From an optimization exercise on the open Yosys and OpenROAD flow, aimed at small area and a short achievable clock period; shortcuts taken in it are not production practice. Function was checked by simulation only, so behaviour that the tests miss may differ from the original. Power is estimated from default activity; no workload was simulated.

File: design.v
`timescale 1ns / 1ps
module RAM_B(input clka,input wea,input [5:0]addra,input [31:0]dina,
output [31:0]douta);
reg [31:0]mem[0:63];
assign douta=mem[addra];
always@(posedge clka)
  if(wea)
    mem[addra]<=dina;
endmodule
`timescale 1ns / 1ps
module ALU(A,B,F,ALU_OP,ZF,OF);
input [31:0]A,B;
input [2:0]ALU_OP;
output reg ZF,OF;
output reg[31:0]F;
reg C32;
always@(*)
begin
 OF=1'b0;
 C32=1'b0;
 case(ALU_OP)
 3'b000:F=A&B;
 3'b001:F=A|B;
 3'b010:F=A^B;
 3'b011:F=~(A^B);
 3'b100:begin {C32,F}=A+B;OF=A[31]^B[31]^F[31]^C32;end
 3'b101:begin {C32,F}=A-B;OF=A[31]^B[31]^F[31]^C32;end
 3'b110:
 if(A<B)
   F=1;
 else
   F=0;
 3'b111:F=B<<A;
 endcase
 if(F==0)
  ZF=1;
 else
  ZF=0;
 end
 endmodule
`timescale 1ns / 1ps
module Register_file(R_Addr_A,R_Addr_B,W_Addr,Write_Reg,W_Data,Clk,Reset,R_Data_A,R_Data_B);
input [4:0]R_Addr_A;
input [4:0]R_Addr_B;
input [4:0]W_Addr;
input Write_Reg;
input [31:0]W_Data;
input Clk;
input Reset;
output [31:0]R_Data_A;
output [31:0]R_Data_B;
reg [31:0]REG_Files[0:31];
integer i;
assign R_Data_A=REG_Files[R_Addr_A];
assign R_Data_B=REG_Files[R_Addr_B];
always@(posedge Clk or posedge Reset)
begin
 if(Reset)
  for(i=0;i<=31;i=i+1)
  REG_Files[i]<=0;
  else 
  if(Write_Reg&&W_Addr!=0)
  REG_Files[W_Addr]<=W_Data;
  end
  endmodule
`timescale 1ns / 1ps
module OP_YIMA(inst,ALU_OP,rs,rt,rd,Write_Reg,
imm,imm_s,rt_imm_s,Mem_Write,address,w_r_s,wr_data_s,PC_s,ZF);
input [31:0]inst;
output reg[2:0]ALU_OP;
output reg[4:0]rs;
output reg[4:0]rt;
output reg[4:0]rd;
output reg Write_Reg;
output reg[15:0]imm;
output reg imm_s;
output reg rt_imm_s;
output reg Mem_Write;
output reg [25:0]address;
output reg[1:0] w_r_s;
output reg[1:0] wr_data_s;
output reg[1:0] PC_s;
input ZF;
always@(*)
begin
 rd=inst[15:11];
 rt=inst[20:16];
 rs=inst[25:21];
 imm=inst[15:0];
 address=inst[25:0];
 ALU_OP=3'b100;
 Write_Reg=0;
 imm_s=0;
 rt_imm_s=0;
 Mem_Write=0;
 w_r_s=2'b00;
 wr_data_s=2'b00;
 PC_s=2'b00;
if(inst[31:26]==6'b000000)
begin
case(inst[5:0])
6'b100000:begin ALU_OP=3'b100;Write_Reg=1;PC_s=2'b00;end
6'b100010:begin ALU_OP=3'b101;Write_Reg=1;PC_s=2'b00;end
6'b100100:begin ALU_OP=3'b000;Write_Reg=1;PC_s=2'b00;end
6'b100101:begin ALU_OP=3'b001;Write_Reg=1;PC_s=2'b00;end
6'b100110:begin ALU_OP=3'b010;Write_Reg=1;PC_s=2'b00;end
6'b100111:begin ALU_OP=3'b011;Write_Reg=1;PC_s=2'b00;end
6'b101011:begin ALU_OP=3'b110;Write_Reg=1;PC_s=2'b00;end
6'b000100:begin ALU_OP=3'b111;Write_Reg=1;PC_s=2'b00;end
6'b001000:begin ALU_OP=3'b100;Write_Reg=0;PC_s=2'b01;end
default:;
endcase
end
if(inst[31:29]==3'b001)
begin
rt_imm_s=1;
w_r_s=2'b01;
wr_data_s=2'b00;
case(inst[31:26])
6'b001000:begin imm_s=1;ALU_OP=3'b100;Write_Reg=1;end
6'b001100:begin imm_s=0;ALU_OP=3'b000;Write_Reg=1;end
6'b001110:begin imm_s=0;ALU_OP=3'b010;Write_Reg=1;end
6'b001011:begin imm_s=0;ALU_OP=3'b110;Write_Reg=1;end
default:;
endcase
end
if((inst[31:30]==2'b10)&&(inst[28:26]==3'b011))
begin
rt_imm_s=1;
imm_s=1;
w_r_s=2'b01;
wr_data_s=2'b01;
PC_s=2'b00;
case(inst[31:26])
6'b100011:begin Mem_Write=0; Write_Reg=1;ALU_OP=3'b100;end
6'b101011:begin Mem_Write=1; Write_Reg=0;ALU_OP=3'b100;end
default:;
endcase
end
if(inst[31:27]==5'b00010)
begin
 imm_s=1;
 case(inst[31:26])
 6'b000100:begin rt_imm_s=0;ALU_OP=3'b101;Write_Reg=0;Mem_Write=0;
 PC_s=(ZF?2'b10:2'b00);end
 6'b000101:begin rt_imm_s=0;ALU_OP=3'b101;Write_Reg=0;Mem_Write=0;
 PC_s=(ZF?2'b00:2'b10);end
 default:;
 endcase
 end
 if(inst[31:27]==5'b00001)
 begin
 case(inst[31:26])
 6'b000010:begin w_r_s=2'b00;Write_Reg=0;Mem_Write=0;PC_s=2'b11;end
 6'b000011:begin w_r_s=2'b10;wr_data_s=2'b10;Write_Reg=1;Mem_Write=0;PC_s=2'b11;end
 default:;
 endcase
 end
 end
endmodule
`timescale 1ns / 1ps
module pc(input clk,input rst,input [1:0]PC_s,input [31:0]R_Data_A,
input [31:0]imm_data,input [25:0]address,output reg [31:0]PC);
wire[31:0]PC_new;
assign PC_new=PC+4;
always@(posedge clk or posedge rst)
begin
  if(rst)
     PC<=32'h00000000;
  else 
   begin
	case(PC_s)
	2'b00:PC<=PC_new;
	2'b01:PC<=R_Data_A;
	2'b10:PC<=PC_new+(imm_data<<2);
	2'b11:PC<={PC_new[31:28],address,2'b00};
	endcase
end
end
endmodule
`timescale 1ns / 1ps
module TOP_RIJ_CPU(input rst,input clk,input [31:0]Inst_code,output ZF,
output OF,output [31:0]F,output [31:0]M_R_Data,output [31:0]PC);
wire Write_Reg;
wire [4:0]rs;
wire [4:0]rt;
wire [4:0]rd;
wire [31:0]imm_data; 
wire [15:0]imm;
wire [1:0]w_r_s;
wire imm_s; 
wire rt_imm_s; 
wire Mem_Write;
wire [1:0]wr_data_s;
wire [4:0]W_Addr;
wire [31:0]W_Data;
wire [31:0]R_Data_A;
wire [31:0]R_Data_B;
wire [31:0]ALU_B; 
wire [2:0]ALU_OP;
wire [1:0]PC_s;
wire [31:0]PC_new;
wire [25:0]address;
pc pc_connect(clk,rst,PC_s,R_Data_A,imm_data,address,PC);
OP_YIMA op(Inst_code,ALU_OP,rs,rt,rd,Write_Reg,imm,imm_s,
rt_imm_s,Mem_Write,address,w_r_s,wr_data_s,PC_s,ZF);
assign PC_new=PC+4;
assign W_Addr=(w_r_s[1])?5'b11111:((w_r_s[0])?rt:rd);
assign imm_data=(imm_s)?{{16{imm[15]}},imm}:{{16{1'b0}},imm};
Register_file R_connect(rs,rt,W_Addr,Write_Reg,W_Data,clk,rst,R_Data_A,R_Data_B);
assign ALU_B=(rt_imm_s)?imm_data:R_Data_B;
ALU ALU_connect(R_Data_A,ALU_B,F,ALU_OP,ZF,OF);
RAM_B Data_Mem (
  .clka(clk),  
  .wea(Mem_Write),  
  .addra(F[5:0]),  
  .dina(R_Data_B),  
  .douta(M_R_Data)  
);
  assign W_Data=(wr_data_s[1])?PC_new:((wr_data_s[0])?M_R_Data:F);
endmodule
File: config.mk
export PLATFORM = sky130hd
export DESIGN_NAME = TOP_RIJ_CPU
export DESIGN_NICKNAME = TOP_RIJ_CPU
export VERILOG_FILES = /design/flow/design.v
export SDC_FILE = /design/flow/constraint.sdc
export NUM_CORES = 4
export LEC_CHECK = 0
export CAP_MARGIN = 20
export CORE_MARGIN = 2
export CORE_UTILIZATION = 40
export SETUP_SLACK_MARGIN = 1.0
export SLEW_MARGIN = 20
File: constraint.sdc
create_clock -name core_clock -period 14.0 [get_ports {clk}]
set_input_delay 2.8000 -clock core_clock [delete_from_list [all_inputs] [get_ports {clk}]]
set_output_delay 2.8000 -clock core_clock [all_outputs]
set_load 0.01 [all_outputs]
File: run.sh
#!/bin/bash
# synth_recipe.tcl (not shown) runs the flow's synth.tcl, then flattens the netlist and writes it again
# the make line also repeats each setting of config.mk as NAME=value (left out here)
make -C /OpenROAD-flow-scripts/flow DESIGN_CONFIG=/design/flow/config.mk WORK_HOME=/design/flow/orfs CLKGATE_MAP_FILE= SYNTH_SCRIPT=/design/flow/synth_recipe.tcl finish
==> run notes <==
==> per-layer routing <==
| layer | track usage | vias up |
|---|---|---|
| li1 | - | 51599 |
| met1 | 0.494 | 64155 |
| met2 | 0.564 | 11905 |
| met3 | 0.140 | 3432 |
| met4 | 0.330 | 32 |
| met5 | 0.00274 | - |
==> what timing repair did <==
action                                  4_1_cts  5_1_grt
pin swaps                                    36       81
endpoints found under the setup margin       37       35
cloned                                       10        6
setup buffers                                42       54
gates resized for setup                     238      219
==> sequential cells by signal, indices dropped and copies added (netlist names) <==
| signal | count |
|---|---|
| Data_Mem.mem | 2048 |
| pc_connect.PC | 32 |
| R_connect.REG_Files | 1024 |
==> layout by cell type, fill, tap and decap left out, types with 39 or more instances in the layout <==
cell / n
a211oi_1: 71
inv_1: 139
xnor2_1: 49
nor2_4: 88
nor3_1: 113
a31oi_1: 133
clkinv_2: 62
clkbuf_16: 346
o21ai_0: 1126
buf_4: 1358
a22o_1: 51
mux2_2: 120
mux2i_1: 230
clkbuf_1: 76
a21oi_1: 362
nor2_2: 47
nor2_1: 359
o21ai_1: 69
ha_1: 120
nand2_1: 2077
and3_1: 596
o211ai_1: 45
nand4_1: 235
clkdlybuf4s50_1: 94
a221oi_1: 147
o22ai_1: 114
a311oi_1: 71
diode_2: 73
buf_12: 212
nand3_1: 966
a2111oi_0: 92
buf_6: 64
a22oi_1: 347
clkinv_1: 57
and4_1: 41
o22a_1: 39
edfxtp_1: 2048
dfrtp_1: 1056
==> worst max-delay path, delay by kind of cell <==
| family | cells | cell delay, ns |
|---|---|---|
| and+or+nand+nor | 8 | 1.72 |
| buffers and inverters | 15 | 2.82 |
| adders and majority gates | 1 | 0.24 |
| AOI/OAI and AO/OA | 11 | 2.51 |
==> area by class of cell <==
class                   instances  area share
clock buffers                 435      0.0513
inverters                     153     0.00352
flip-flops and latches       3104       0.498
diodes                         73     0.00103
clock inverters               171     0.00909
repair buffers               1781      0.0965
well taps                    4794      0.0340
multi-input cells            8774       0.307
==> report_power, final <==
group          leakage, nW  internal, mW  switching (mW)
registers             33.6          10.0           0.245
logic                 30.9          1.90            3.69
clock network         5.21          4.94            3.95
==> through the flow <==
stage	hold WS (ns)	setup TNS, ns	power [mW]
2_1_floorplan	0.444	-3549.78	12.6
3_3_place_gp	0.389	-8.71	15.5
3_5_place_dp	0.391	-6.38	15.5
4_1_cts	0.406	0	24.3
5_1_grt	0.409	0	25.2
6_report	0.407	0	24.7
==> cell families after synthesis <==
family          Yosys count  share of synthesized area
compound gates         3230                      0.146
xor+xnor                 73                    0.00440
fa+ha+maj               129                     0.0113
buf+inv                1321                     0.0418
flops                  3104                      0.605
mux                     363                     0.0268
simple gates           4976                      0.164
==> path summary, 6_finish.rpt <==
kind	startpoint	end	slack (ns)	depth (start not counted)
max in group asynchronous	rst	R_connect.REG_Files[10][18]$_DFFE_PP0P_	9.13	5
worst min register to register	R_connect.REG_Files[0][28]$_DFFE_PP0P_	R_connect.REG_Files[0][28]$_DFFE_PP0P_	0.41	0
worst min-delay path	R_connect.REG_Files[0][28]$_DFFE_PP0P_	R_connect.REG_Files[0][28]$_DFFE_PP0P_	0.41	0
min in group asynchronous	rst	R_connect.REG_Files[28][15]$_DFFE_PP0P_	2.40	3
worst max register to register	R_connect.REG_Files[18][7]$_DFFE_PP0P_	R_connect.REG_Files[23][5]$_DFFE_PP0P_	5.61	34
worst max-delay path	Inst_code[22]	M_R_Data[9]	0.99	35
==> results_dict.tcl <==
set metrics [dict create \
    drtAntennaViolNets 0 \
    drt_iter0_drc 23767 \
    seqCellArea_um2 87900 \
    end_kind "primary output" \
    hold_viol_final 0 \
    port_buffers 131 \
    synth_top_area_frac 0.423 \
    post-place-ws_ns -0.633 \
    rsz0062_at_grt "false" \
    slowest_stage "or3_1" \
    first_pass_iters 13 \
    cts_sinks 3104 \
    grt_first_pass_wirelength_um 1020000 \
    synthTopCellsByArea "edfxtp_1, dfrtp_1, nand2_1, o21ai_0, nand3_1" \
    dp_hpwl_um 499000 \
    netlist_instances 13196 \
    status "no timing/DRC/antenna violations" \
    drv_cap 0 \
    period_minus_slack_ns 13.01 \
    crit_arrival_ns 10.21 \
    drive_gt1_frac 0.196 \
    antenna_found_initial 73 \
    crit_fanout 15 \
    cts_tree "done" \
    synth.net_count 13359 \
    met3_length_um 106000 \
    grt_pass1_vias 119777 \
    yosysSeqAreaShare 0.605 \
    skew_ns 0.0714 \
    num-fill-cells 32489 \
    final_net_count 14313 \
    via_count 131123 \
    cpPeakStageDelay_ns 0.58 \
    area_growth_pct 21.6 \
    path_class "in -> out" \
    wl_met2_um 308000 \
    ir_drop_mv 0.129 \
    min_period_over_period 0.930 \
    dieArea_um2 368000 \
    cts_root_buffer "clkbuf_16" \
    syn_area_um2 145000 \
    setup_viol 0 \
    highest_layer "met5" \
    synth_edf_count 2048 \
    synth_most_common_cell "nand2_1" \
    synth_cell_types 115 \
    initial_utilization 0.401 \
    multi_input_area_um2 54100 \
    pin_count 132 \
    fin_ws_ns 0.985 \
    fin_cells 19285 \
    required_ns 11.20 \
    grt_max_degree 141 \
    post-place-cells 18492 \
    tightest_slew_ns 1.33 \
    synth_common_cells "nand2_1, edfxtp_1, o21ai_0" \
    clk_path_buf_depth 4 \
    min_path_type "reg -> reg" \
    die_x_um 607 \
    hold_buffers 0 \
    syn_area_per_cell_um2 11.0 \
    ys.flop_type "edfxtp_1" \
    cts_made_buffers 336 \
    gp_congestion 1.10 \
    gr-usage-all-layers 0.401 \
    drt_wl_total_um 755000 \
    wl_per_cell_um 39.2 \
    postLayoutCellArea_um2 177000 \
    utilization 0.488 \
    yosysTopAreaCell "edfxtp_1" \
    clock_latency_ns 1.03 \
    synth-seq-cells 3104 \
    p_leak_nw 69.7 \
    rows 221 \
    clk_pin_slew_ns 0.06 \
    core_um2 362000 \
    synthArstFlopShare 0.340 \
    overflow 0 \
    post_dp_cell_area_um2 163000 \
    cpMostUsedCell "buf_4" \
    fmax_mhz 76.8 \
    maxSlewHeadroom 0.111 \
    die_y_um 607 \
    remaining_drc_errors 0 \
    wl_met1_um 262000 \
    drv_slew 0 \
    powerDensity_nw_per_um2 140 \
    synth_warnings 6 \
    vias_per_cell 6.80 \
    htree_levels 5 \
    critPathLaunchType "primary input" \
]

## re-timing with driven ports
In the flow no input, the clock included, has a driving cell. The finished layout below was timed again as built, in two steps. Step 1 (the two cells are an assumption about what drives the block):
set clk [get_ports {clk}]
set_driving_cell -lib_cell sky130_fd_sc_hd__clkbuf_16 $clk
set_driving_cell -lib_cell sky130_fd_sc_hd__buf_2 [delete_from_list [all_inputs] $clk]
Step 2 adds t to the input delays and takes it off the output delays; t is the mean of the earliest and latest rising clock arrival at the registers after step 1. Input paths then give back, and output paths get back, about the clock's delay inside the block. Slacks: ideal ports / drivers / drivers and shift; pairs: ideal ports / drivers.
shift t [ns]: 1.106
setup slack, ns: 0.985 / 0.894 / 0.894
worst slew at a driven data input, ns: 0.10
After both steps this run still meets setup and hold. For this run, drivers alone change the setup slack by -0.091 ns; drivers and shift together by -0.091 ns.
